Background: an optimization exercise with open tools, aiming at small area. Do not read the settings as production practice. The RTL was checked by simulation tests, not by an equivalence proof against the original design. No activity file was given, so power comes from the tool's default toggle rates. No driver is modelled on the clock port, so clocking that relies on it looks cheaper here than on a real chip.

<file path="flow/design.v">
module clk_1M(clk0, rst_n, c80, tick);
	input clk0, rst_n;
	output [6:0] c80;
	output tick;
	reg [6:0] c80;
	assign tick = (c80 == 7'd19) || (c80 == 7'd59);
	always @(posedge clk0 or negedge rst_n)
	begin
		if (!rst_n)
			c80 <= 7'd0;
		else if (c80 == 7'd79)
			c80 <= 7'd0;
		else
			c80 <= c80 + 7'd1;
	end
endmodule
module Encoder(clk, rst_n, tick, latch, act, clr_g, go0, k15, v2, v3, chAn, chBn, snap);
	input clk, rst_n;
	input tick;      
	input latch;     
	input act;       
	input clr_g;     
	input go0;       
	input k15;       
	input v2, v3;    
	input chAn, chBn;    
	output [15:0] snap;
	reg [1:0] state_n, state_r1_n, state_r2_n;
	reg [15:0] acc;
	reg [15:0] snap;
	reg t;
	wire [1:0] state_pre  = ~state_n & ~state_r1_n & {2{v2}};
	wire [1:0] state_last = ~state_r1_n & ~state_r2_n & {2{v3}};
	reg inc, dec;
	always @(*) begin
		inc = 1'b0; dec = 1'b0;
		case ({state_last, state_pre})
			4'b0010, 4'b1011, 4'b1101, 4'b0100: dec = 1'b1;
			4'b0001, 4'b0111, 4'b1110, 4'b1000: inc = 1'b1;
			default: ;
		endcase
	end
	wire q     = acc[0] & ~clr_g;
	wire t_eff = t | ((inc | dec) & go0);
	wire sbit  = q ^ t_eff;
	always @(posedge clk or negedge rst_n)
	begin
		if (!rst_n) begin
			t <= 1'b0;
		end else begin
			t <= t_eff & (q ^ dec) & ~k15;
		end
	end
	always @(posedge clk)
	begin
		acc <= {sbit, acc[15:1]};
		if (tick) begin
			state_n <= {chBn, chAn};
			state_r1_n <= state_n;
			state_r2_n <= state_r1_n;
		end
		if (latch)
			snap <= {acc[12:0], acc[15:13]};
	end
endmodule
module IncEncoderGroup(clk_encoder, rst_n, c80, tick, RD, chAn, chBn,
								snaps, rot, snap_ok);
input clk_encoder, rst_n;
input [6:0] c80;
input tick;
input RD;
input [6:0] chAn;
input [6:0] chBn;
output [111:0] snaps;
output rot;
output snap_ok;
	reg clk_rd_r0, clk_rd_r1;
	reg clr;
	reg snap_ok;
	reg rot;
	reg [1:0] ntick;     
	wire v2 = ntick[1];
	wire v3 = &ntick;
	wire outputflag = clk_rd_r0 & ~clk_rd_r1;
	wire latch = tick & outputflag;
	wire act   = ~c80[6] & ~c80[4];             
	wire k0    = (c80[3:0] == 4'd0);
	wire k15   = (c80[3:0] == 4'd15);
	wire clr_g = act & clr;
	wire go0   = act & k0 & ~outputflag;
	always @(posedge clk_encoder or negedge rst_n)
	begin
		if (!rst_n) begin
			clk_rd_r0 <= 1'b0;
			clk_rd_r1 <= 1'b0;
			clr <= 1'b1;
			snap_ok <= 1'b0;
			ntick <= 2'd0;
		end else if (tick) begin
			if (ntick != 2'd3)
				ntick <= ntick + 2'd1;
			clk_rd_r0 <= ~RD;
			clk_rd_r1 <= clk_rd_r0;
			clr <= outputflag;
			if (outputflag)
				snap_ok <= 1'b1;
		end
	end
	always @(posedge clk_encoder)
		if (latch)
			rot <= c80[5];
	genvar g;
	generate
		for (g = 0; g < 7; g = g + 1) begin : enc
			Encoder encoder(.clk(clk_encoder), .rst_n(rst_n), .tick(tick), .latch(latch), .act(act),
				.clr_g(clr_g), .go0(go0), .k15(k15), .v2(v2), .v3(v3),
				.chAn(chAn[g]), .chBn(chBn[g]), .snap(snaps[16*g +: 16]));
		end
	endgenerate
endmodule
module AbsEncoder(clk, clk_rd, rst_n, c80, data_in, cs0_n, cs1_n, busy0, convst, enc_rst,
						words, word_ok);
	input clk, rst_n, busy0;
	input clk_rd;
	input [6:0] c80;
	input [15:0] data_in;
	output convst, enc_rst, cs0_n, cs1_n;
	output [255:0] words;
	output [15:0] word_ok;
	reg enc_rst;
	reg [4:0] data_cnt;
	reg [2:0] cv;
	reg rd_start;
	reg busy0_r, clk_rd_r0, clk_rd_r1;
	reg abs_all;
	reg [255:0] words;
	wire outputflag = clk_rd_r0 & ~clk_rd_r1;
	wire busy0_neg = busy0_r & ~busy0;
	assign convst = (cv == 3'd0);
	assign cs0_n = ~(data_cnt[0] & ~data_cnt[4]);
	assign cs1_n = ~(data_cnt[0] & data_cnt[4]);
	always @(posedge clk or negedge rst_n)
	begin
		if (!rst_n) begin
			enc_rst <= 1'b1;
			busy0_r <= 1'b0;
			clk_rd_r0 <= 1'b0;
			clk_rd_r1 <= 1'b0;
			data_cnt <= 5'd0;
			rd_start <= 1'b0;
			cv <= 3'd0;
			abs_all <= 1'b0;
		end else begin
			if (c80 == 7'd7)
				enc_rst <= 1'b0;
			busy0_r <= busy0;
			clk_rd_r0 <= clk_rd;
			clk_rd_r1 <= clk_rd_r0;
			if (rd_start)
				data_cnt <= data_cnt + 5'd1;
			else
				data_cnt <= 5'd0;
			if (rd_start && data_cnt == 5'd31)
				rd_start <= 1'b0;
			else if (busy0_neg)
				rd_start <= 1'b1;
			if (data_cnt == 5'd31)
				abs_all <= 1'b1;
			if (cv == 3'd0) begin
				if (outputflag && !enc_rst)
					cv <= 3'd1;
			end else if (cv == 3'd5)
				cv <= 3'd0;
			else
				cv <= cv + 3'd1;
		end
	end
	genvar k;
	generate
		for (k = 0; k < 16; k = k + 1) begin : wd
			always @(posedge clk)
				if (data_cnt[0] && data_cnt[4:1] == k)
					words[16*k +: 16] <= data_in;
			assign word_ok[k] = abs_all | (data_cnt[4:1] > k);
		end
	endgenerate
endmodule
module ParaBus(clk, rst_n, DSP_Add, DSP_Data_in, DSP_Data_out, DSP_Data_oe, WR, RD, CS0, LED,
					IncEncoderRd, snaps, rot, inc_ok, words, word_ok);
input clk, rst_n;
input [7:0] DSP_Add;
input WR, RD, CS0;
input [15:0] DSP_Data_in;
input [111:0] snaps;
input rot;
input inc_ok;
input [255:0] words;
input [15:0] word_ok;
output [15:0] DSP_Data_out;
output DSP_Data_oe;
output [3:0] LED;
output IncEncoderRd;
reg [15:0] DSP_Data_reg;
reg Control0;
reg [15:1] Control_hi;      
reg ctrl_ok;
reg [3:0] LED_reg;
reg WR_r, RD_r, oe_reg;
wire wr_en = WR & ~WR_r & ~CS0;
wire rd_en = ~RD & RD_r & ~CS0;
wire a_ctrl = (DSP_Add == 8'h00);
wire a_inc  = (DSP_Add[7:4] == 4'h1) && (DSP_Add[3:0] < 4'd7);
wire a_abs  = (DSP_Add[7:4] == 4'h2);
always @(posedge clk or negedge rst_n)
begin
	if (!rst_n) begin
		Control0 <= 1'b0;
		ctrl_ok <= 1'b0;
		LED_reg <= 4'h0;
	end else if (wr_en) begin
		if (DSP_Add == 8'h00) begin
			Control0 <= DSP_Data_in[0];
			ctrl_ok <= 1'b1;
		end
		if (DSP_Add == 8'h01)
			LED_reg <= DSP_Data_in[3:0];
	end
end
always @(posedge clk)
	if (wr_en && DSP_Add == 8'h00)
		Control_hi <= DSP_Data_in[15:1];
wire [17:0] sel;
wire [6:0] si;
genvar k, i;
generate
	for (k = 0; k < 16; k = k + 1) begin : sa
		assign sel[k] = rd_en & a_abs & (DSP_Add[3:0] == k) & word_ok[k];
	end
	for (k = 0; k < 7; k = k + 1) begin : sinc
		assign si[k] = rd_en & a_inc & (DSP_Add[2:0] == k) & inc_ok;
	end
endgenerate
assign sel[16] = rd_en & a_ctrl & ctrl_ok;
assign sel[17] = ~(rd_en & (a_ctrl | a_inc | a_abs));
wire [15:0] ctrl = {Control_hi, Control0};
wire [15:0] m;       
wire [15:0] d;
generate
	for (i = 0; i < 16; i = i + 1) begin : rb
		wire [5:0] n;
		for (k = 0; k < 5; k = k + 1) begin : t
			rd_aoi222 u(.a1(sel[3*k]), .b1(words[16*(3*k) + i]),
			            .a2(sel[3*k+1]), .b2(words[16*(3*k+1) + i]),
			            .a3(sel[3*k+2]), .b3(words[16*(3*k+2) + i]), .y(n[k]));
		end
		rd_aoi222 u5(.a1(sel[15]), .b1(words[16*15 + i]), .a2(sel[16]), .b2(ctrl[i]),
		             .a3(sel[17]), .b3(DSP_Data_reg[i]), .y(n[5]));
		wire mn0, mn1, mn2;
		rd_aoi222 ui0(.a1(si[0]), .b1(snaps[16*0 + i]), .a2(si[1]), .b2(snaps[16*1 + i]),
		              .a3(si[2]), .b3(snaps[16*2 + i]), .y(mn0));
		rd_aoi222 ui1(.a1(si[3]), .b1(snaps[16*3 + i]), .a2(si[4]), .b2(snaps[16*4 + i]),
		              .a3(si[5]), .b3(snaps[16*5 + i]), .y(mn1));
		rd_nand2 ui2(.a(si[6]), .b(snaps[16*6 + i]), .y(mn2));
		rd_nand3 ui3(.a(mn0), .b(mn1), .c(mn2), .y(m[i]));
		wire x0, x1;
		rd_nand3 ux0(.a(n[0]), .b(n[1]), .c(n[2]), .y(x0));
		rd_nand3 ux1(.a(n[3]), .b(n[4]), .c(n[5]), .y(x1));
	end
	for (i = 0; i < 16; i = i + 1) begin : rf
		rd_fin uf(.x0(rb[i].x0), .x1(rb[i].x1), .ma(m[i]), .mb(m[(i + 8) % 16]), .rot(rot), .y(d[i]));
	end
endgenerate
always @(posedge clk or negedge rst_n)
begin
	if (!rst_n)
		DSP_Data_reg <= 16'h0000;
	else
		DSP_Data_reg <= d;
end
always @(posedge clk or negedge rst_n)
begin
	if (!rst_n) begin
		WR_r <= 1'b1;
		RD_r <= 1'b1;
		oe_reg <= 1'b0;
	end else begin
		WR_r <= WR;
		RD_r <= RD;
		oe_reg <= (CS0 == 1'b0 && RD == 1'b0);
	end
end
assign IncEncoderRd = Control0;
assign LED = LED_reg;
assign DSP_Data_out = DSP_Data_reg;
assign DSP_Data_oe = oe_reg;
endmodule
module rd_aoi222(input a1, b1, a2, b2, a3, b3, output y);
	assign y = ~((a1 & b1) | (a2 & b2) | (a3 & b3));
endmodule
module rd_nand2(input a, b, output y);
	assign y = ~(a & b);
endmodule
module rd_nand3(input a, b, c, output y);
	assign y = ~(a & b & c);
endmodule
module rd_fin(input x0, x1, ma, mb, rot, output y);
	assign y = x0 | x1 | (rot ? mb : ma);
endmodule
module sample_dsp(
	input         clk_20M,
	input         rst_n,
	input         WR,
	input         RD,
	input         CS0,
	input  [7:0]  DSP_Add,
	input  [15:0] DSP_Data_in,
	output [15:0] DSP_Data_out,
	output        DSP_Data_oe,
	input  [6:0]  chAn,
	input  [6:0]  chBn,
	input  [15:0] data_in,
	input         busy0,
	output [3:0]  LED,
	output        cs0_n,
	output        cs1_n,
	output        convst,
	output        enc_rst
);
	wire [6:0]   c80;
	wire         tick;
	wire         IncEncoderRd;
	wire [111:0] snaps;
	wire         rot, inc_ok;
	wire [255:0] words;
	wire [15:0]  word_ok;
	clk_1M inst45(.clk0(clk_20M), .rst_n(rst_n), .c80(c80), .tick(tick));
	IncEncoderGroup inst(
		.clk_encoder(clk_20M), .rst_n(rst_n), .c80(c80), .tick(tick), .RD(IncEncoderRd),
		.chAn(chAn), .chBn(chBn), .snaps(snaps), .rot(rot), .snap_ok(inc_ok));
	AbsEncoder inst1(
		.clk(clk_20M), .clk_rd(IncEncoderRd), .rst_n(rst_n), .c80(c80),
		.data_in(data_in), .cs0_n(cs0_n), .cs1_n(cs1_n), .busy0(busy0),
		.convst(convst), .enc_rst(enc_rst), .words(words), .word_ok(word_ok));
	ParaBus ParaBusInst(
		.clk(clk_20M), .rst_n(rst_n),
		.DSP_Add(DSP_Add), .DSP_Data_in(DSP_Data_in), .DSP_Data_out(DSP_Data_out),
		.DSP_Data_oe(DSP_Data_oe), .WR(WR), .RD(RD), .CS0(CS0), .LED(LED),
		.IncEncoderRd(IncEncoderRd), .snaps(snaps), .rot(rot), .inc_ok(inc_ok),
		.words(words), .word_ok(word_ok));
endmodule
</file>
<file path="flow/run.sh">
#!/bin/bash
# synth_recipe.tcl (not shown) runs the flow's synth.tcl, then flattens the netlist and writes it again
# the make line also repeats each setting of config.mk as NAME=value (left out here)
make -C /OpenROAD-flow-scripts/flow DESIGN_CONFIG=/design/flow/config.mk WORK_HOME=/design/flow/orfs CLKGATE_MAP_FILE= SYNTH_SCRIPT=/design/flow/synth_recipe.tcl finish
</file>
<file path="flow/config.mk">
export PLATFORM = sky130hd
export DESIGN_NAME = sample_dsp
export DESIGN_NICKNAME = sample_dsp
export VERILOG_FILES = /design/flow/design.v
export SDC_FILE = /design/flow/constraint.sdc
export NUM_CORES = 4
export LEC_CHECK = 0
export CAP_MARGIN = 20
export CORE_MARGIN = 2
export CORE_UTILIZATION = 60
export CTS_BUF_LIST = sky130_fd_sc_hd__clkbuf_16
export CTS_CLUSTER_DIAMETER = 100
export CTS_CLUSTER_SIZE = 28
export SLEW_MARGIN = 20
export SYNTH_HIERARCHICAL = 1
</file>
<file path="flow/constraint.sdc">
create_clock -name core_clock -period 5.0 [get_ports {clk_20M}]
set_input_delay 1.0000 -clock core_clock [delete_from_list [all_inputs] [get_ports {clk_20M}]]
set_output_delay 1.0000 -clock core_clock [all_outputs]
set_load 0.01 [all_outputs]
</file>
==> results.txt, run 1 <==
status finished clean; Resize count post-CTS 0; Pre-antenna DRT Iters 7; max FFs per register 256; final hold slack 0.340 ns; largest net degree at the start of global routing 114; Worst setup SP type input pin; period utilization 67.2%; Crit Path Max Fanout 9; post-CTS setup buffer count 0; number of global-route vias before repair 10900; leak pwr 7.80 nW; most common cell after layout, fill and taps aside edfxtp_1; synth top area cells edfxtp_1, dfxtp_1, dfrtp_1; ys flop type edfxtp_1; global placement routability congestion 0.818; synthesized instance count 1151; Die W 190 um; setup tns final 0 ns; Worst Hold Class reg -> reg; Layout Nets 1356; Total GRT Usage 25.1%; count of input and output buffers 84; CP Capture Type flop; post-synthesis cell area 0.0207 mm2; final wirelength 44400 um; max incr delay on CP 0.73 ns; largest area contributor in the netlist edfxtp_1; Peak VDD IR 0.388 mV; Worst Max-Slew Pin Slew 1.18 ns; f_max roughly 300 MHz; CTS tree built; fin cells 1759; FF+latch count, synth roughly 600; Mean Syn Cell Area around 18 um2; crit path from DSP_Add[3]; Req. time, crit path roughly 5.5 ns; final hold vios 0; yosys warns 11; number of stages on the worst setup path 9; Place WS ~1.1 ns; Residual DRC 0; slowest CP cell nor3_2; drt wl/cell 25.2 um; Internal Power 6.68 mW; Final Critical Period 3.36 ns; Clk pwr share approximately 27%; Starting DRT DRC Count 1294; cell area power density 371 mW/mm2; CTS root buf clkbuf_16; Comb pwr share 6.8%; Synth top area share between 60% and 70%; worst hold start inst.enc[6].encoder.acc[4]; sequential area share after synthesis 79.9%; Worst-Skew Late Latency between 0.5 and 0.6 ns; hold path depth 0; ys async rst share around 9.9%; Via density around 6.3; CTS clock-pin slew for the worst setup and hold paths 0.11 ns; grt total ovfl 0; post-DP HPWL 28500 um; biggest regs inst1.words: 256 flops, inst.enc.encoder.acc: 112 flops, inst.enc.encoder.snap: 112 flops; Die Area between 0.03 and 0.04 mm2; initial antenna violation count 1; WP buf/inv 2; Post-synth EDFFs 426; Cell variety after synth 60; max-cap violations 0; Most flops, register inst1.words; Placed Instances 1713; Syn-to-layout area delta 12.1%; Row Count 67; Seq pwr share 66.2%; clk buf depth 3; Clock Sinks 597; H-tree depth 1; post-route antenna net violation count 0; worst rel slew slack about a fifth; fillers around 2300; io pins between 80 and 90; die height 190 um; sw power 1.90 mW; share of cells above drive strength 1 10.7%; first-pass GRT wire length 67000 um; clk_skew 0.0422 ns; hold_buf cts 0; CTS Buf Count 25; critical path arrival about 3.9 ns; worst setup margin 1.64 ns; Post-Route Utilization between 60% and 70%; Top Family by Delay on Critical Path simple AND/OR/NAND/NOR gates; most frequent cells in the layout edfxtp_1, a222oi_1, dfxtp_1, clkdlybuf4s50_1, nand3_1; Final Max Slew Viols 0; Crit Path Class in -> reg; switching share of power about 22%; unrepaired setup endpoints after global routing false; Core Region 0.0337 mm2; crit-path cells clkdlybuf4s50_1 > nor3b_1 > nand4_1 > nor3_2 > buf_4 > a222oi_1 > nand3_1 > mux2i_1 > nand2_1; syn_nets 1215; # setup viols final 0; Critical R2R Launch inst1.data_cnt[3]; vias post-DR approximately 11000; r2r worst-path depth 8; Initial Util 61.3%
==> per-layer routing <==
layer / GRT usage (%) / up-vias / part of all wire (%)
met5: 0 / - / 0
met4: 6.80 / 0 / 2.8
met3: 4.10 / 66 / 7.6
met2: 43.5 / 405 / 51
met1: 33.5 / 5558 / 39
li1: - / 4977 / -
==> per-module statistics from Yosys, one instance, submodules excluded, a selection <==
module	cells	copies in the design
clk_1M	30	1
Encoder	56	7
rd_nand3	1	48
IncEncoderGroup	25	1
rd_fin	3	16
ParaBus	111	1
rd_nand2	1	16
==> synth_stat cells, types with 16 or more instances <==
cell type,n
nor3b_1,17
dfrtp_1,55
and3_1,17
nand3_1,62
a222oi_1,128
edfxtp_1,426
nor2_1,52
dfxtp_1,112
nand2_1,46
inv_1,16
nor3_1,19
mux2i_1,18
xnor2_1,21
==> layout make-up <==
| cell class | instances | area (um2) | area share [%] |
|---|---|---|---|
| diodes | 1 | 2.50 | 0.0108 |
| clock buffers | 25 | 626 | 2.70 |
| clock inverters | 20 | 91.3 | 0.394 |
| multi-input cells | 526 | 4130 | 17.8 |
| repair buffers | 126 | 1160 | 5.03 |
| well taps | 448 | 561 | 2.42 |
| inverters | 16 | 63.8 | 0.276 |
| flip-flops and latches | 597 | 16500 | 71.3 |
==> per-stage QoR <==
stage	instance area [um2]	power [mW]
CTS	23200	8.63
floorplan	20700	6.05
global route	23200	8.87
finish	23200	8.58
global placement	22400	6.35
detailed placement	22400	6.37
==> power groups by stage <==
| stage | combinational (mW) | sequential (mW) | clock, mW |
|---|---|---|---|
| 3_3_place_gp | 0.572 | 5.78 | 0 |
| 4_1_cts | 0.585 | 5.68 | 2.37 |
| 3_5_place_dp | 0.584 | 5.79 | 0 |
| 5_1_grt | 0.633 | 5.71 | 2.53 |
| 2_1_floorplan | 0.343 | 5.71 | 0 |
| 6_report | 0.585 | 5.68 | 2.32 |
==> final timing paths <==
| path | endpoint | slack [ns] |
|---|---|---|
| worst max register to register | ParaBusInst.DSP_Data_reg[0] | 2.01 |
| worst min register to register | inst.enc[6].encoder.acc[3] | 0.34 |
| max in group asynchronous | ParaBusInst.DSP_Data_reg[9] | 3.62 |
| worst min-delay path | inst.enc[6].encoder.acc[3] | 0.34 |
| worst max-delay path | ParaBusInst.DSP_Data_reg[10] | 1.64 |
| min in group asynchronous | inst1.rd_start | 0.35 |
==> kinds of logic after synthesis <==
kind of cell / count (synthesis) / share of synthesized area, %
AOI/OAI and AO/OA: 166 / 7.46
xor gates and xnor gates: 34 / 1.70
adders and majority gates: 4 / 0.242
buffers and inverters: 28 / 0.612
DFF: 597 / 79.9
muxes: 26 / 1.33
and+or+nand+nor: 296 / 8.72
==> inputs of run 2 (changes only) <==
--- a/flow/design.v
+++ b/flow/design.v
@@ -14,42 +14,35 @@
 			c80 <= c80 + 7'd1;
 	end
 endmodule
-module Encoder(clk, rst_n, tick, latch, act, clr_g, go0, k15, v2, v3, chAn, chBn, snap);
+module Encoder(clk, rst_n, tick, latch, clr_gn, go0, k15n, v2n, v3n, chAn, chBn, snap);
 	input clk, rst_n;
 	input tick;      
 	input latch;     
-	input act;       
-	input clr_g;     
+	input clr_gn;    
 	input go0;       
-	input k15;       
-	input v2, v3;    
+	input k15n;      
+	input v2n, v3n;  
 	input chAn, chBn;    
 	output [15:0] snap;
 	reg [1:0] state_n, state_r1_n, state_r2_n;
 	reg [15:0] acc;
 	reg [15:0] snap;
 	reg t;
-	wire [1:0] state_pre  = ~state_n & ~state_r1_n & {2{v2}};
-	wire [1:0] state_last = ~state_r1_n & ~state_r2_n & {2{v3}};
-	reg inc, dec;
-	always @(*) begin
-		inc = 1'b0; dec = 1'b0;
-		case ({state_last, state_pre})
-			4'b0010, 4'b1011, 4'b1101, 4'b0100: dec = 1'b1;
-			4'b0001, 4'b0111, 4'b1110, 4'b1000: inc = 1'b1;
-			default: ;
-		endcase
-	end
-	wire q     = acc[0] & ~clr_g;
-	wire t_eff = t | ((inc | dec) & go0);
-	wire sbit  = q ^ t_eff;
+	wire mv, dec;
+	enc_step ust(.s_n(state_n), .r1_n(state_r1_n), .r2_n(state_r2_n), .v2n(v2n), .v3n(v3n),
+	             .mv(mv), .dec(dec));
+	wire q, t_eff, sbit, qd, t_nx;
+	enc_and2 uq(.a(acc[0]), .b(clr_gn), .y(q));
+	enc_a21o  ut(.a1(mv), .a2(go0), .b1(t), .y(t_eff));
+	enc_xor2  us(.a(q), .b(t_eff), .y(sbit));
+	enc_xnor2 uqd(.a(q), .b(dec), .y(qd));
+	enc_and3b utn(.a(t_eff), .b(k15n), .cn(qd), .y(t_nx));
 	always @(posedge clk or negedge rst_n)
 	begin
-		if (!rst_n) begin
+		if (!rst_n)
 			t <= 1'b0;
-		end else begin
-			t <= t_eff & (q ^ dec) & ~k15;
-		end
+		else
+			t <= t_nx;
 	end
 	always @(posedge clk)
 	begin
@@ -63,6 +56,27 @@
 			snap <= {acc[12:0], acc[15:13]};
 	end
 endmodule
+module enc_step(input [1:0] s_n, r1_n, r2_n, input v2n, v3n, output mv, dec);
+	wire [1:0] pre  = ~(s_n | r1_n | {2{v2n}});
+	wire [1:0] last = ~(r1_n | r2_n | {2{v3n}});
+	assign mv  = pre[0] ^ pre[1] ^ last[0] ^ last[1];
+	assign dec = pre[1] ^ last[0];
+endmodule
+module enc_xor2(input a, b, output y);
+	assign y = a ^ b;
+endmodule
+module enc_xnor2(input a, b, output y);
+	assign y = ~(a ^ b);
+endmodule
+module enc_and2(input a, b, output y);
+	assign y = a & b;
+endmodule
+module enc_a21o(input a1, a2, b1, output y);
+	assign y = (a1 & a2) | b1;
+endmodule
+module enc_and3b(input a, b, cn, output y);
+	assign y = a & b & ~cn;
+endmodule
 module IncEncoderGroup(clk_encoder, rst_n, c80, tick, RD, chAn, chBn,
 								snaps, rot, snap_ok);
 input clk_encoder, rst_n;
@@ -79,14 +93,14 @@
 	reg snap_ok;
 	reg rot;
 	reg [1:0] ntick;     
-	wire v2 = ntick[1];
-	wire v3 = &ntick;
+	wire v2n = ~ntick[1];
+	wire v3n = ~(&ntick);
 	wire outputflag = clk_rd_r0 & ~clk_rd_r1;
 	wire latch = tick & outputflag;
 	wire act   = ~c80[6] & ~c80[4];             
 	wire k0    = (c80[3:0] == 4'd0);
-	wire k15   = (c80[3:0] == 4'd15);
-	wire clr_g = act & clr;
+	wire k15n  = ~(c80[3:0] == 4'd15);
+	wire clr_gn = ~(act & clr);
 	wire go0   = act & k0 & ~outputflag;
 	always @(posedge clk_encoder or negedge rst_n)
 	begin
@@ -112,8 +126,7 @@
 	genvar g;
 	generate
 		for (g = 0; g < 7; g = g + 1) begin : enc
-			Encoder encoder(.clk(clk_encoder), .rst_n(rst_n), .tick(tick), .latch(latch), .act(act),
-				.clr_g(clr_g), .go0(go0), .k15(k15), .v2(v2), .v3(v3),
+			Encoder encoder(.clk(clk_encoder), .rst_n(rst_n), .tick(tick), .latch(latch), .clr_gn(clr_gn), .go0(go0), .k15n(k15n), .v2n(v2n), .v3n(v3n),
 				.chAn(chAn[g]), .chBn(chBn[g]), .snap(snaps[16*g +: 16]));
 		end
 	endgenerate
@@ -200,7 +213,8 @@
 output DSP_Data_oe;
 output [3:0] LED;
 output IncEncoderRd;
-reg [15:0] DSP_Data_reg;
+reg [15:0] DSP_Data_reg;    
+reg dvalid;
 reg Control0;
 reg [15:1] Control_hi;      
 reg ctrl_ok;
@@ -241,7 +255,7 @@
 	end
 endgenerate
 assign sel[16] = rd_en & a_ctrl & ctrl_ok;
-assign sel[17] = ~(rd_en & (a_ctrl | a_inc | a_abs));
+assign sel[17] = ~(rd_en & (a_ctrl | a_inc | a_abs)) & dvalid;
 wire [15:0] ctrl = {Control_hi, Control0};
 wire [15:0] m;       
 wire [15:0] d;
@@ -270,12 +284,14 @@
 		rd_fin uf(.x0(rb[i].x0), .x1(rb[i].x1), .ma(m[i]), .mb(m[(i + 8) % 16]), .rot(rot), .y(d[i]));
 	end
 endgenerate
+always @(posedge clk)
+	DSP_Data_reg <= d;
 always @(posedge clk or negedge rst_n)
 begin
 	if (!rst_n)
-		DSP_Data_reg <= 16'h0000;
+		dvalid <= 1'b0;
 	else
-		DSP_Data_reg <= d;
+		dvalid <= 1'b1;
 end
 always @(posedge clk or negedge rst_n)
 begin
==> flow/flow/run.sh (new file) <==
#!/bin/bash
set -euo pipefail
export BUFFER_PORTS_ARGS="-buffer_cell sky130_fd_sc_hd__buf_1"
bash standard.sh > standard_flow.log 2>&1
==> flow/standard.sh (new file) <==
#!/bin/bash
# synth_recipe.tcl (not shown) runs the flow's synth.tcl, then flattens the netlist and writes it again
# the make line also repeats each setting of config.mk as NAME=value (left out here)
make -C /OpenROAD-flow-scripts/flow DESIGN_CONFIG=/design/flow/config.mk WORK_HOME=/design/flow/orfs CLKGATE_MAP_FILE= SYNTH_SCRIPT=/design/flow/synth_recipe.tcl "${@:-finish}"
removed: flow/run.sh
==> run 2 against run 1 <==
Compared with the run above:
- still clean
- register-to-register slack got worse by 0.22 ns
- setup slack improved by 0.12 ns
- cell area decreased by 4.3%
- wire length fell by 1.2%
- core utilization decreased by 2.5 points
- combinational power is 17% lower
- critical path type unchanged
- largest power group unchanged
==> results.txt, run 2 <==
die height 188 um; Overall Power 8.50 mW; Pre-antenna DRT Iters 7; Cell variety after synth 57; Commonest cells post-synth edfxtp_1, a222oi_1, dfxtp_1; Synth top area share 63.0%; number of global-route vias before repair 10600; Worst setup SP type input pin; post-route antenna net violation count 0; Mean Syn Cell Area 18.2 um2; leak pwr approximately 8.0 nW; Worst-Skew Late Latency about 0.58 ns; Core Region approximately 0.033 mm2; Final Critical Period 3.24 ns; Worst Max-Slew Pin Slew 1.10 ns; final hold slack 0.347 ns; multi-input logic area 0.00386 mm2; register area roughly 0.016 mm2; H-tree depth 1; clk_skew ~0.025 ns; post-DP HPWL about 28000 um; Seq pwr share 66.9%; Req. time, crit path between 5 and 6 ns; cell area power density roughly 380 mW/mm2; Total GRT Usage 25.1%; ys async rst share 7.36%; max FFs per register 256; global placement routability congestion 0.869; period utilization approximately 65%; post-CTS setup buffer count 0; Place WS 1.23 ns; max-cap violations 0; Die W 188 um; initial antenna violation count 0; max incr delay on CP 0.84 ns; drt wl/cell 25.7 um; Residual DRC 0; Post-synth EDFFs 426; most frequent cells in the layout edfxtp_1, dfxtp_1, a222oi_1, buf_1, nand3_1; final hold vios 0; slowest CP cell nor4_1; Top Family by Delay on Critical Path simple AND/OR/NAND/NOR gates; Crit Path Class in -> reg; Clock Sinks 598; vias post-DR 10700; Syn-to-layout area delta 9.15%; Initial Util 60.7%; biggest regs inst1.words: 256 flops, inst.enc.encoder.acc: 112 flops, inst.enc.encoder.snap: 112 flops; Post-Route Utilization 66.2%; Most flops, register inst1.words; syn_nets 1180; Via density 6.29; hold path depth 0; worst reg2reg path endpoint ParaBusInst.DSP_Data_reg[1]; # setup viols final 0; fillers about 2300; worst hold start inst.enc[6].encoder.acc[8]; ys flop type edfxtp_1; count leader, synth edfxtp_1; Crit Path Max Fanout 16; CTS tree built; Internal Power 6.60 mW; sequential area share after synthesis 81.1%; FF+latch count, synth 598; count of input and output buffers 84; Final Max Slew Viols 0; largest area contributor in the netlist edfxtp_1; Peak VDD IR between 0.3 and 0.4 mV; WP buf/inv 1; Resize count post-CTS 0; CTS clock-pin slew for the worst setup and hold paths 0.10 ns; grt total ovfl 0; io pins 85; Die Area 0.0353 mm2; critical path arrival roughly 3.7 ns; r2r worst-path depth 7; Worst Hold Class reg -> reg; CTS root buf clkbuf_16; Clk pwr share 27.4%; Comb pwr share approximately 5.7%; switching share of power 22.4%; worst rel slew slack 26.4%; clk buf depth 3; Critical R2R Launch ParaBusInst.RD_r; hold_buf cts 0; most common cell after layout, fill and taps aside edfxtp_1; post-synthesis cell area 0.0203 mm2; Hold Path End inst.enc[6].encoder.acc[7]; setup tns final 0 ns; f_max around 300 MHz; share of cells above drive strength 1 9.12%; Starting DRT DRC Count 1513; status finished clean; synth top area cells edfxtp_1, dfxtp_1, a222oi_1; sw power 1.90 mW; crit-path cells buf_1 > nor4_1 > nand4_1 > and4_1 > a222oi_1 > nand3_1 > nor2_1 > nand2_1; yosys warns 11; Layout Nets about 1300; worst setup margin 1.76 ns; CP Capture Type flop; largest net degree at the start of global routing 66; synthesized instance count between 1000 and 1500; first-pass GRT wire length 65600 um; unrepaired setup endpoints after global routing false; Row Count 67; Worst R2R Setup Slack 1.79 ns; CTS Buf Count 25; ant diodes 0; final wirelength between 40000 and 50000 um
run 2: area by class of cell:
cell class,instances,area share (%)
Sequential cell,598,74.3
Timing Repair Buffer,110,2.31
Multi-Input combinational cell,497,17.4
Clock buffer,25,2.82
Clock inverter,21,0.452
Tap cell,448,2.53
Inverter,10,0.186
run 2: worst max-delay path by stage:
stage,from,endpoint,slack [ns],cells after the start
floorplan,inst45.c80[0],inst.enc[0].encoder.snap[0],0.64,5
global placement,DSP_Add[3],ParaBusInst.DSP_Data_reg[11],1.23,9
detailed placement,DSP_Add[3],ParaBusInst.DSP_Data_reg[11],1.23,9
CTS,inst45.c80[0],inst.enc[3].encoder.snap[7],1.78,7
global route,inst45.c80[0],inst.enc[3].encoder.snap[7],1.58,7
finish,DSP_Add[4],ParaBusInst.DSP_Data_reg[1],1.76,8
run 2: layer usage:
layer  routed length [um]  global-route usage, %  part of all wire, %  vias to the layer above
li1                     -                      -                    -                     4792
met1                17300                   33.5                   39                     5466
met2                22300                   43.2                   51                      426
met3                 3020                   3.43                  6.9                       65
met4                 1300                   7.84                  3.0                        0
met5                    0                      0                    0                        -
run 2: cell families (layout without fill, tap and decap cells):
group	after synthesis	after routing	share of synthesized area (%)
multiplexers	25	25	1.28
AND/OR/NAND/NOR	273	273	7.68
adder cells (fa/ha/maj)	4	4	0.247
flip-flops	598	598	81.1
other	1	1	0.0185
AO/OA/AOI/OAI	153	153	7.22
XOR/XNOR	41	41	2.03
buffers and inverters	21	166	0.444
run 2: per-module statistics from Yosys (local to each module, per instance), a selection:
module / cell area, um2 / copies in the design / flip-flops and latches / cells
IncEncoderGroup: 314 / 1 / 7 / 27
rd_nand3: 5.00 / 48 / 0 / 1
enc_xor2: 8.76 / 7 / 0 / 1
enc_step: 70.1 / 7 / 0 / 7
rd_nand2: 3.75 / 16 / 0 / 1
ParaBus: 1460 / 1 / 41 / 109
AbsEncoder: 8510 / 1 / 270 / 353
enc_a21o: 7.51 / 7 / 0 / 1
rd_fin: 17.5 / 16 / 0 / 3
clk_1M: 345 / 1 / 7 / 30
Encoder: 1010 / 7 / 39 / 39
rd_aoi222: 10.0 / 128 / 0 / 1
enc_and2: 6.26 / 7 / 0 / 1
enc_and3b: 8.76 / 7 / 0 / 1
enc_xnor2: 8.76 / 7 / 0 / 1
run 2: power by group through the flow:
stage	Clock, mW	Sequential [mW]	Combinational [mW]
2_1_floorplan	0	5.70	0.319
3_3_place_gp	0	5.79	0.474
3_5_place_dp	0	5.79	0.483
4_1_cts	2.39	5.68	0.484
5_1_grt	2.54	5.71	0.533
6_report	2.33	5.69	0.486
run 2: stage by stage:
step                area (um2)  std cells
floorplan                20300       1116
global placement         21400       1663
detailed placement       21400       1663
CTS                      22200       1709
global route             22200       1709
finish                   22200       1709
==> inputs of run 3 (changes only) <==
--- a/flow/design.v
+++ b/flow/design.v
@@ -57,10 +57,13 @@
 	end
 endmodule
 module enc_step(input [1:0] s_n, r1_n, r2_n, input v2n, v3n, output mv, dec);
-	wire [1:0] pre  = ~(s_n | r1_n | {2{v2n}});
-	wire [1:0] last = ~(r1_n | r2_n | {2{v3n}});
-	assign mv  = pre[0] ^ pre[1] ^ last[0] ^ last[1];
-	assign dec = pre[1] ^ last[0];
+	wire [1:0] pre_n  = s_n | r1_n | {2{v2n}};
+	wire [1:0] last_n = r1_n | r2_n | {2{v3n}};
+	wire dp, dl;
+	enc_xor2 x0(.a(pre_n[0]), .b(pre_n[1]), .y(dp));
+	enc_xor2 x1(.a(last_n[0]), .b(last_n[1]), .y(dl));
+	enc_xor2 x2(.a(dp), .b(dl), .y(mv));
+	enc_xor2 x3(.a(pre_n[1]), .b(last_n[0]), .y(dec));
 endmodule
 module enc_xor2(input a, b, output y);
 	assign y = a ^ b;
@@ -276,12 +279,9 @@
 		              .a3(si[5]), .b3(snaps[16*5 + i]), .y(mn1));
 		rd_nand2 ui2(.a(si[6]), .b(snaps[16*6 + i]), .y(mn2));
 		rd_nand3 ui3(.a(mn0), .b(mn1), .c(mn2), .y(m[i]));
-		wire x0, x1;
-		rd_nand3 ux0(.a(n[0]), .b(n[1]), .c(n[2]), .y(x0));
-		rd_nand3 ux1(.a(n[3]), .b(n[4]), .c(n[5]), .y(x1));
 	end
 	for (i = 0; i < 16; i = i + 1) begin : rf
-		rd_fin uf(.x0(rb[i].x0), .x1(rb[i].x1), .ma(m[i]), .mb(m[(i + 8) % 16]), .rot(rot), .y(d[i]));
+		rd_fin uf(.n(rb[i].n), .ma(m[i]), .mb(m[(i + 8) % 16]), .rot(rot), .y(d[i]));
 	end
 endgenerate
 always @(posedge clk)
@@ -319,8 +319,8 @@
 module rd_nand3(input a, b, c, output y);
 	assign y = ~(a & b & c);
 endmodule
-module rd_fin(input x0, x1, ma, mb, rot, output y);
-	assign y = x0 | x1 | (rot ? mb : ma);
+module rd_fin(input [5:0] n, input ma, mb, rot, output y);
+	assign y = ~(&n) | (rot ? mb : ma);
 endmodule
 module sample_dsp(
 	input         clk_20M,
--- a/flow/config.mk
+++ b/flow/config.mk
@@ -10,6 +10,6 @@
 export CORE_UTILIZATION = 60
 export CTS_BUF_LIST = sky130_fd_sc_hd__clkbuf_16
 export CTS_CLUSTER_DIAMETER = 100
-export CTS_CLUSTER_SIZE = 28
+export CTS_CLUSTER_SIZE = 30
 export SLEW_MARGIN = 20
 export SYNTH_HIERARCHICAL = 1
==> run 3 against run 2 <==
Compared with the run above:
- register-to-register slack better by 0.09 ns
- power is 1.2% lower
- worst hold slack better by 0.0066 ns
- cell area is 0.78% lower
- maximum frequency is 3.0% higher
- via count is 1.1% lower
- still clean on timing, DRC and antenna
- global-route usage is 0.13 points lower
- largest power group unchanged
==> results.txt, run 3 <==
first-pass GRT wire length around 65000 um; FF+latch count, synth 598; crit-path cells buf_1 > or4b_4 > nor3_1 > and3_1 > a222oi_1 > and4_1 > nand4_1; final hold vios 0; clk_skew 0.0156 ns; worst rel slew slack 21.9%; Clk pwr share 26.5%; critical path arrival 3.65 ns; post-route antenna net violation count 0; Die Area 0.0351 mm2; Post-synth EDFFs 426; Initial Util 60.5%; biggest regs inst1.words: 256 flops, inst.enc.encoder.acc: 112 flops, inst.enc.encoder.snap: 112 flops; grt total ovfl 0; leak pwr 7.72 nW; H-tree depth 1; Worst-Skew Late Latency approximately 0.57 ns; max FFs per register 256; f_max 318 MHz; global placement routability congestion 0.832; slowest CP cell and3_1; Residual DRC 0; number of global-route vias before repair ~10000; max-cap violations 0; ant diodes 0; post-synthesis cell area 0.0202 mm2; Crit Path Max Fanout 16; clk buf depth 3; largest area contributor in the netlist edfxtp_1; max incr delay on CP 0.92 ns; Pre-antenna DRT Iters 5; Final Critical Period 3.14 ns; CTS tree built; count leader, synth edfxtp_1; unrepaired setup endpoints after global routing false; count of input and output buffers 84; Resize count post-CTS 0; ys async rst share under 10%; synth top area cells edfxtp_1, dfxtp_1, a222oi_1; Final Max Slew Viols 0; post-CTS setup buffer count 0; Req. time, crit path approximately 5.5 ns; io pins 85; Internal Power between 6 and 7 mW; Worst setup SP type input pin; Top Family by Delay on Critical Path simple AND/OR/NAND/NOR gates; cell area power density roughly 380 mW/mm2; CTS clock-pin slew for the worst setup and hold paths between 0.1 and 0.15 ns; Synth top area share a little under two thirds; syn_nets 1155; Peak VDD IR 0.305 mV; most frequent cells in the layout edfxtp_1, dfxtp_1, a222oi_1, buf_1, xor2_1; Syn-to-layout area delta 8.88%; drt wl/cell 26.1 um; Core Region ~0.033 mm2; sw power 1.87 mW; # setup viols final 0; CTS Buf Count 23; Most flops, register inst1.words; Crit Path Class in -> reg; final wirelength 43700 um; Layout Nets 1276; CTS root buf clkbuf_16; Commonest cells post-synth edfxtp_1, a222oi_1, dfxtp_1; post-DP HPWL 28000 um; ys flop type edfxtp_1; Comb pwr share 5.8%; WP buf/inv 1; Worst Max-Slew Pin Slew 1.17 ns; Die W 187 um; Clock Sinks 598; Seq pwr share 67.7%; Mean Syn Cell Area 18.5 um2; synthesized instance count 1091; Total GRT Usage 24.9%; status finished clean; Row Count 67; Via density around 6.3; share of cells above drive strength 1 7.24%; Cell variety after synth 55; Place WS between 1 and 1.5 ns; yosys warns 11; vias post-DR 10600; largest net degree at the start of global routing 53; switching share of power 22.3%; initial antenna violation count 0; Starting DRT DRC Count 1624; CP Capture Type flop; most common cell after layout, fill and taps aside edfxtp_1; period utilization 62.9%; sequential area share after synthesis 81.5%; setup tns final 0 ns; Worst Hold Class reg -> reg; worst setup margin 1.86 ns; hold_buf cts 0; final hold slack ~0.35 ns; die height 187 um
-- run 3: per-module statistics from Yosys, one instance, submodules excluded, a selection --
module	flip-flops and latches	copies in the design	area (um2)
IncEncoderGroup	7	1	314
enc_step	0	7	25.0
enc_and2	0	7	6.26
rd_nand3	0	16	5.00
rd_aoi222	0	128	10.0
ParaBus	41	1	1460
rd_fin	0	16	25.0
AbsEncoder	270	1	8510
enc_and3b	0	7	8.76
Encoder	39	7	1010
enc_xnor2	0	7	8.76
rd_nand2	0	16	3.75
enc_a21o	0	7	7.51
clk_1M	7	1	345
enc_xor2	0	35	8.76
-- run 3: final cells by class --
| cell class | count | area, um2 |
|---|---|---|
| Sequential cell | 598 | 16500 |
| Fill cell | 2377 | 11400 |
| Timing Repair Buffer | 107 | 502 |
| Tap cell | 448 | 561 |
| Clock buffer | 23 | 576 |
| Inverter | 10 | 41.3 |
| Multi-Input combinational cell | 472 | 3770 |
| Clock inverter | 19 | 76.3 |
-- run 3: metrics by stage --
| step | total power, mW | instance area [um2] | std cells | util (%) |
|---|---|---|---|---|
| detailed placement | 6.28 | 21300 | 1635 | 63.9 |
| floorplan | 6.02 | 20200 | 1091 | - |
| CTS | 8.44 | 22000 | 1677 | 65.9 |
| global route | 8.66 | 22000 | 1677 | 65.9 |
| global placement | 6.27 | 21300 | 1635 | 63.9 |
| finish | 8.40 | 22000 | 1677 | 65.9 |
-- run 3: power groups by stage --
stage               Clock, mW  Sequential [mW]  Combinational [mW]
floorplan                   0             5.70               0.319
global placement            0             5.79               0.480
detailed placement          0             5.79               0.487
CTS                      2.27             5.68               0.486
global route             2.42             5.71               0.532
finish                   2.23             5.69               0.485
-- run 3: logic make-up (layout without fill, tap and decap cells) --
family / Yosys count / in the layout / share of synthesized area, %
adders and majority gates: 4 / 4 / 0.248
and+or+nand+nor: 241 / 241 / 7.13
AOI/OAI and AO/OA: 153 / 153 / 7.26
xor gates and xnor gates: 48 / 48 / 2.08
DFF: 598 / 598 / 81.5
buffers and inverters: 21 / 159 / 0.446
other: 1 / 1 / 0.0186
muxes: 25 / 25 / 1.28
-- run 3: layer usage --
metal / routed length [um] / up-vias / GRT usage (%)
met2: 21100 / 443 / 41.5
met3: 3170 / 68 / 3.62
met5: 0 / - / 0
met4: 1110 / 0 / 5.97
li1: - / 4735 / -
met1: 18300 / 5386 / 35.4
-- run 3: final timing paths --
check / startpoint / end / slack (ns) / cells after the start
hold reg to reg: inst.enc[3].encoder.acc[10] / inst.enc[3].encoder.acc[9] / 0.35 / 0
setup / recovery: DSP_Add[4] / ParaBusInst.DSP_Data_reg[7] / 1.86 / 7
setup reg to reg: ParaBusInst.RD_r / ParaBusInst.DSP_Data_reg[7] / 1.88 / 6
hold / removal: inst.enc[3].encoder.acc[10] / inst.enc[3].encoder.acc[9] / 0.35 / 0
min in group asynchronous: rst_n / inst.ntick[1] / 0.50 / 2
max in group asynchronous: rst_n / inst1.data_cnt[2] / 4.10 / 2
==> inputs of run 4 (changes only) <==
--- a/flow/design.v
+++ b/flow/design.v
@@ -191,16 +191,26 @@
 				cv <= cv + 3'd1;
 		end
 	end
+	wire [3:0] pa, pb;
 	genvar k;
 	generate
+		for (k = 0; k < 4; k = k + 1) begin : pd
+			assign pa[k] = data_cnt[0] & (data_cnt[2:1] == k);
+			assign pb[k] = (data_cnt[4:3] == k);
+		end
 		for (k = 0; k < 16; k = k + 1) begin : wd
+			wire en;
+			abs_and2 ue(.a(pa[k % 4]), .b(pb[k / 4]), .y(en));
 			always @(posedge clk)
-				if (data_cnt[0] && data_cnt[4:1] == k)
+				if (en)
 					words[16*k +: 16] <= data_in;
 			assign word_ok[k] = abs_all | (data_cnt[4:1] > k);
 		end
 	endgenerate
 endmodule
+module abs_and2(input a, b, output y);
+	assign y = a & b;
+endmodule
 module ParaBus(clk, rst_n, DSP_Add, DSP_Data_in, DSP_Data_out, DSP_Data_oe, WR, RD, CS0, LED,
 					IncEncoderRd, snaps, rot, inc_ok, words, word_ok);
 input clk, rst_n;
@@ -250,11 +260,19 @@
 wire [6:0] si;
 genvar k, i;
 generate
+	wire [3:0] lo, hi_abs;
+	wire [1:0] hi_inc;
+	for (k = 0; k < 4; k = k + 1) begin : pd
+		assign lo[k] = (DSP_Add[1:0] == k);
+		assign hi_abs[k] = rd_en & a_abs & (DSP_Add[3:2] == k);
+	end
+	assign hi_inc[0] = rd_en & a_inc & inc_ok & ~DSP_Add[2];
+	assign hi_inc[1] = rd_en & a_inc & inc_ok & DSP_Add[2];
 	for (k = 0; k < 16; k = k + 1) begin : sa
-		assign sel[k] = rd_en & a_abs & (DSP_Add[3:0] == k) & word_ok[k];
+		rd_and3 us(.a(hi_abs[k / 4]), .b(lo[k % 4]), .c(word_ok[k]), .y(sel[k]));
 	end
 	for (k = 0; k < 7; k = k + 1) begin : sinc
-		assign si[k] = rd_en & a_inc & (DSP_Add[2:0] == k) & inc_ok;
+		rd_and2 us(.a(hi_inc[k / 4]), .b(lo[k % 4]), .y(si[k]));
 	end
 endgenerate
 assign sel[16] = rd_en & a_ctrl & ctrl_ok;
@@ -322,6 +340,12 @@
 module rd_fin(input [5:0] n, input ma, mb, rot, output y);
 	assign y = ~(&n) | (rot ? mb : ma);
 endmodule
+module rd_and3(input a, b, c, output y);
+	assign y = a & b & c;
+endmodule
+module rd_and2(input a, b, output y);
+	assign y = a & b;
+endmodule
 module sample_dsp(
 	input         clk_20M,
 	input         rst_n,
==> run 4 against run 3 <==
Compared with the run above:
- non-clock buffer count shrank 18
- critical path depth unchanged
- worst hold slack worse by 0.0028 ns
- combinational power down 14%
- sequential cell count stayed put
- sequential power about the same
- setup slack lost 0.25 ns
- core utilization decreased by 0.54 points
- synthesized cell count unchanged
- register-to-register slack improved by 0.04 ns
- clock skew down 0.0023 ns
- largest cell class unchanged
- highest routed layer is now met5
==> results.txt, run 4 <==
global placement routability congestion 0.834; Post-DP Area ~0.021 mm2; post-route antenna net violation count 0; Final Max Slew Viols 0; Die Area 0.0352 mm2; CTS clock-pin slew for the worst setup and hold paths 0.10 ns; die height ~190 um; synth top area cells edfxtp_1, dfxtp_1, a222oi_1; Worst Hold Class reg -> reg; Via density 6.31; clk_skew 0.0133 ns; worst rel slew slack 32.3%; register area ~0.016 mm2; CTS tree built; cell area power density 381 mW/mm2; yosys warns 11; leak pwr around 7.7 nW; count of input and output buffers 84; post-synthesis cell area 0.0202 mm2; ys flop type edfxtp_1; fin cells 1663; fillers 2403; post-DP HPWL 26900 um; Total GRT Usage 23.6%; Synth top area share a little over three fifths; drt wl/cell about 25 um; Worst setup SP type input pin; Layout Nets 1262; biggest regs inst1.words: 256 flops, inst.enc.encoder.acc: 112 flops, inst.enc.encoder.snap: 112 flops; ant diodes 0; share of cells above drive strength 1 4.53%; Core Region 0.0334 mm2; syn_nets around 1200; Peak VDD IR 0.269 mV; clk buf depth 3; Pre-antenna DRT Iters 6; final hold vios 0; max-cap violations 0; final wirelength 41400 um; Most flops, register inst1.words; f_max 294 MHz; critical path arrival around 4 ns; CTS root buf clkbuf_16; CTS Buf Count 23; max FFs per register ~260; period utilization 68.0%; # setup viols final 0; final hold slack 0.351 ns; Crit Path Max Fanout 16; Clock Sinks 598; largest net degree at the start of global routing approximately 110; Cell variety after synth 60; most common cell after layout, fill and taps aside edfxtp_1; Crit Path Class in -> reg; Placed Instances around 1600; Starting DRT DRC Count 1540; Syn-to-layout area delta 7.68%; synthesized instance count approximately 1100; sequential area share after synthesis ~81%; initial antenna violation count 1; grt total ovfl 0; Initial Util 60.7%; Overall Power 8.30 mW; io pins 85; Req. time, crit path 5.50 ns; Final Critical Period 3.40 ns; Mean Syn Cell Area 18.6 um2; count leader, synth edfxtp_1; first-pass GRT wire length about 62000 um; number of global-route vias before repair between 10000 and 15000; vias post-DR 10500; largest area contributor in the netlist edfxtp_1; Row Count 67; setup tns final 0 ns; CP Capture Type flop; multi-input logic area 0.00371 mm2; Resize count post-CTS 0; Post-synth EDFFs 426; Residual DRC 0; Worst-Skew Late Latency 0.57 ns; Worst Max-Slew Pin Slew 1.02 ns; H-tree depth 1; post-CTS setup buffer count 0; unrepaired setup endpoints after global routing false; FF+latch count, synth approximately 600; ys async rst share between 7 and 8%; most frequent cells in the layout edfxtp_1, dfxtp_1, a222oi_1, buf_1, xor2_1; hold_buf cts 0; Commonest cells post-synth edfxtp_1, a222oi_1, dfxtp_1; status finished clean; Die W 188 um; Final Instance Area 0.0218 mm2
## run 4: cell count changes after synthesis, moves of 4 or more
| cell | previous run | this run |
|---|---|---|
| and3_1 | 13 | 18 |
| and2_1 | 11 | 35 |
| nand3_1 | 23 | 19 |
| nor2_1 | 26 | 17 |
| nor3_1 | 18 | 2 |
## run 4: worst paths after layout
| path | startpoint | cells after the start | end | slack [ns] |
|---|---|---|---|---|
| worst max-delay path | DSP_Add[4] | 7 | ParaBusInst.DSP_Data_reg[7] | 1.60 |
| worst max register to register | ParaBusInst.RD_r | 8 | ParaBusInst.DSP_Data_reg[2] | 1.92 |
| min in group asynchronous | rst_n | 2 | inst1.cv[1] | 0.50 |
| worst min register to register | inst.enc[4].encoder.acc[12] | 0 | inst.enc[4].encoder.acc[11] | 0.35 |
| max in group asynchronous | rst_n | 2 | inst.enc[4].encoder.t | 4.09 |
| worst min-delay path | inst.enc[4].encoder.acc[12] | 0 | inst.enc[4].encoder.acc[11] | 0.35 |
## run 4: cells by family after synthesis
| family | share of synthesized area [%] |
|---|---|
| buffers and inverters | 0.463 |
| adder cells (fa/ha/maj) | 0.247 |
| multiplexers | 1.28 |
| AO/OA/AOI/OAI | 7.45 |
| AND/OR/NAND/NOR | 7.16 |
| XOR/XNOR | 2.08 |
| flip-flops | 81.3 |
| other | 0.0185 |
## run 4: through the flow
step	worst slack, ns	utilization [%]
3_5_place_dp	1.17	63.4
2_1_floorplan	0.643	-
4_1_cts	1.74	65.3
5_1_grt	1.56	65.3
6_report	1.60	65.3
3_3_place_gp	1.23	63.4
## run 4: report_power, final
part,leakage [nW],switching [mW],internal (mW)
sequential,5.72,0.135,5.53
clock,0.383,1.37,0.855
combinational,1.59,0.291,0.125
total,7.69,1.79,6.51
## run 4: metal layers
layer / vias to the layer above / global-route usage [%] / part of all wire (%)
li1: 4699 / - / -
met1: 5304 / 34.0 / 42
met2: 439 / 38.9 / 48
met3: 57 / 3.11 / 7.4
met4: 2 / 5.60 / 2.4
met5: - / 0 / 0.022
## run 4: layout make-up
cell class                      instances  share of cell area, %
Tap cell                              448                   2.57
Multi-Input combinational cell        473                   17.0
Clock buffer                           23                   2.64
Inverter                               13                  0.241
Timing Repair Buffer                   89                   1.68
Clock inverter                         19                  0.350
Sequential cell                       598                   75.5
## run 4: worst max-delay path, stage by stage
cell	delay (ns)
buf_1	0.14
or4b_1	0.62
nor4_1	0.57
and3_1	0.77
a222oi_1	0.34
and4_1	0.34
nand4_1	0.10
## run 4: modules after synthesis, one instance, submodules excluded, excerpt
module / flip-flops and latches / copies in the design / cells inside
AbsEncoder: 270 / 1 / 339
rd_nand2: 0 / 16 / 1
rd_aoi222: 0 / 128 / 1
ParaBus: 41 / 1 / 84
rd_and2: 0 / 7 / 1
enc_a21o: 0 / 7 / 1
rd_and3: 0 / 16 / 1
enc_xor2: 0 / 35 / 1
==> inputs of run 5 (changes only) <==
==> flow/flow/run.sh (replaced) <==
#!/bin/bash
set -euo pipefail
export BUFFER_PORTS_ARGS="-buffer_cell sky130_fd_sc_hd__buf_1"
export CTS_ARGS="-sink_clustering_enable -repair_clock_nets -sink_clustering_size 30 -sink_clustering_max_diameter 100 -buf_list sky130_fd_sc_hd__clkbuf_16 -root_buf sky130_fd_sc_hd__clkbuf_8 -dont_use_dummy_load"
bash standard.sh > standard_flow.log 2>&1
==> run 5 against run 4 <==
Compared with the run above:
- wire length down 0.29%
- die area unchanged
- cell area down 0.51%
- non-clock buffer count unchanged
- critical path depth unchanged
- sequential cell count unchanged
- cell count down 1.1%
- area after synthesis unchanged
- maximum frequency up 2.3%
==> results.txt, run 5 <==
Row Count between 60 and 70; Syn-to-layout area delta 7.14%; Worst Max-Slew Pin Slew 1.04 ns; first-pass GRT wire length around 62000 um; Layout Nets 1262; CTS Buf Count 23; largest net degree at the start of global routing 114; status finished clean; count of input and output buffers 84; ys flop type edfxtp_1; Commonest cells post-synth edfxtp_1, a222oi_1, dfxtp_1; Crit Path Max Fanout 16; clk buf depth 3; number of global-route vias before repair 10200; FF+latch count, synth between 500 and 600; synthesized instance count 1091; Via density ~6.3; vias post-DR 10400; Most flops, register inst1.words; final wirelength 41200 um; Resize count post-CTS 0; post-route antenna net violation count 0; io pins 85; grt total ovfl 0; Req. time, crit path 5.57 ns; Initial Util about three fifths; initial antenna violation count 0; ant diodes 0; cell area power density about 380 mW/mm2; Clock Sinks 598; post-DP HPWL between 20000 and 30000 um; post-synthesis cell area 0.0202 mm2; yosys warns 11; max FFs per register 256; biggest regs inst1.words: 256 flops, inst.enc.encoder.acc: 112 flops, inst.enc.encoder.snap: 112 flops; leak pwr 7.57 nW; H-tree depth 1; hold_buf cts 0; most common cell after layout, fill and taps aside edfxtp_1; CTS root buf clkbuf_8; Residual DRC 0; unrepaired setup endpoints after global routing false; Total GRT Usage 23.5%; final hold vios 0; Die Area around 0.035 mm2; ys async rst share under 10%; Worst-Skew Late Latency 0.65 ns; post-CTS setup buffer count 0; share of cells above drive strength 1 4.43%; f_max 301 MHz; Met2 Wirelength roughly 20000 um; CTS clock-pin slew for the worst setup and hold paths about 0.10 ns; die height 188 um; Peak VDD IR a little under 0.3 mV; synth top area cells edfxtp_1, dfxtp_1, a222oi_1; highest routed metal layer met4; Final Max Slew Viols 0; Final Critical Period 3.32 ns; Core Region 0.0334 mm2; Cell variety after synth 60; Worst setup SP type input pin; setup tns final 0 ns; global placement routability congestion 0.834; period utilization 66.4%; Post-Route Utilization approximately 65%; Pre-antenna DRT Iters 6; drt wl/cell between 20 and 30 um; most frequent cells in the layout edfxtp_1, dfxtp_1, a222oi_1, buf_1, xor2_1; count leader, synth edfxtp_1; Crit Path Class in -> reg; fillers 2406; clk_skew between 0.02 and 0.025 ns; worst rel slew slack 30.9%; met3 routed WL 2860 um; max-cap violations 0; Worst Hold Class reg -> reg; Post-synth EDFFs about 430; Die W 188 um; sequential area share after synthesis 81.3%; # setup viols final 0; met1 wire length between 15000 and 20000 um; critical path arrival 3.89 ns; CTS tree built; largest area contributor in the netlist edfxtp_1; Starting DRT DRC Count 1485; Mean Syn Cell Area between 15 and 20 um2; syn_nets 1155; Overall Power approximately 8.2 mW; CP Capture Type flop; Synth top area share 63.2%
run 5: cell counts after synthesis:
No cell type changed its count.
run 5: layout make-up:
type | count | area [um2] | area share [%]
Tap cell | 448 | 561 | 2.58
Inverter | 13 | 52.6 | 0.242
Multi-Input combinational cell | 473 | 3710 | 17.1
Timing Repair Buffer | 89 | 367 | 1.69
Clock buffer | 23 | 542 | 2.50
Sequential cell | 598 | 16500 | 75.9
run 5: per-layer routing:
layer | vias up | global-route usage (%)
li1 | 4683 | -
met1 | 5232 | 33.7
met2 | 424 | 39.0
met3 | 48 | 3.24
met4 | 0 | 5.30
met5 | - | 0
run 5: where the power goes:
part | switching [mW] | internal, mW | leakage (nW) | total, mW
clock network | 1.31 | 0.769 | 0.268 | 2.08
logic | 0.291 | 0.125 | 1.59 | 0.416
registers | 0.135 | 5.53 | 5.72 | 5.67
total | 1.73 | 6.42 | 7.57 | 8.16
run 5: worst paths after layout:
path	slack, ns	end	cells after the start	from
max reg2reg	1.97	ParaBusInst.DSP_Data_reg[6]	8	ParaBusInst.RD_r
min	0.35	inst.enc[4].encoder.acc[11]	0	inst.enc[4].encoder.acc[12]
max in group asynchronous	4.16	inst1.abs_all	2	rst_n
max	1.68	ParaBusInst.DSP_Data_reg[7]	7	DSP_Add[4]
min reg2reg	0.35	inst.enc[4].encoder.acc[11]	0	inst.enc[4].encoder.acc[12]
min in group asynchronous	0.42	inst.enc[0].encoder.t	2	rst_n
run 5: cell families after synthesis:
kind of cell             synth area share, %
flip-flops                              81.3
AND/OR/NAND/NOR                         7.16
AO/OA/AOI/OAI                           7.45
XOR/XNOR                                2.08
multiplexers                            1.28
buffers and inverters                  0.463
adder cells (fa/ha/maj)                0.247
other                                 0.0185
run 5: critical path, stage by stage:
cell and delay (ns):
buf_1 0.14, or4b_1 0.62, nor4_1 0.56, and3_1 0.78
a222oi_1 0.34, and4_1 0.33, nand4_1 0.10
run 5: per-stage QoR:
step	setup WS, ns	hold WS, ns	cell area, um2	cells
6_report	1.68	0.352	21700	1644
5_1_grt	1.63	0.358	21700	1644
2_1_floorplan	0.643	0.327	20300	1091
4_1_cts	1.82	0.350	21700	1644
3_5_place_dp	1.17	0.333	21100	1621
3_3_place_gp	1.23	0.330	21100	1621
run 5: modules after synthesis (local to each module, per instance), excerpt:
module	cells	flops+latches	times used	cell area [um2]
AbsEncoder	339	270	1	8460
enc_xnor2	1	0	7	8.76
enc_a21o	1	0	7	7.51
rd_and2	1	0	7	6.26
enc_and2	1	0	7	6.26
ParaBus	84	41	1	1320

separate check: timing with driven ports:
In the flow no input, the clock included, has a driving cell. The finished layouts below were timed again as built, in two steps. Step 1 (the two cells are an assumption about what drives the block):
set clk [get_ports {clk_20M}]
set_driving_cell -lib_cell sky130_fd_sc_hd__clkbuf_16 $clk
set_driving_cell -lib_cell sky130_fd_sc_hd__buf_2 [delete_from_list [all_inputs] $clk]
Step 2 also shifts input and output timing later by t, the mid clock arrival at the registers, as if the neighbouring blocks saw the same clock. a / b / c = ideal ports / drivers / drivers and shift; a / b = the first two.
| run | t, ns | setup WS [ns] | latest minus earliest clock arrival (ns) |
|---|---|---|---|
| run 1 | 0.607 | 1.642 / 1.651 / 1.044 | 0.043 / 0.043 |
| run 2 | 0.623 | 1.760 / 1.786 / 1.171 | 0.025 / 0.025 |
| run 3 | 0.616 | 1.856 / 1.878 / 1.267 | 0.017 / 0.018 |
| run 4 | 0.617 | 1.602 / 1.634 / 1.017 | 0.015 / 0.016 |
| run 5 | 0.686 | 1.680 / 1.708 / 1.022 | 0.027 / 0.028 |
After both steps every run listed still meets setup and hold. For run 5, which loses most, drivers alone change the setup slack by +0.028 ns; drivers and shift together by -0.658 ns.
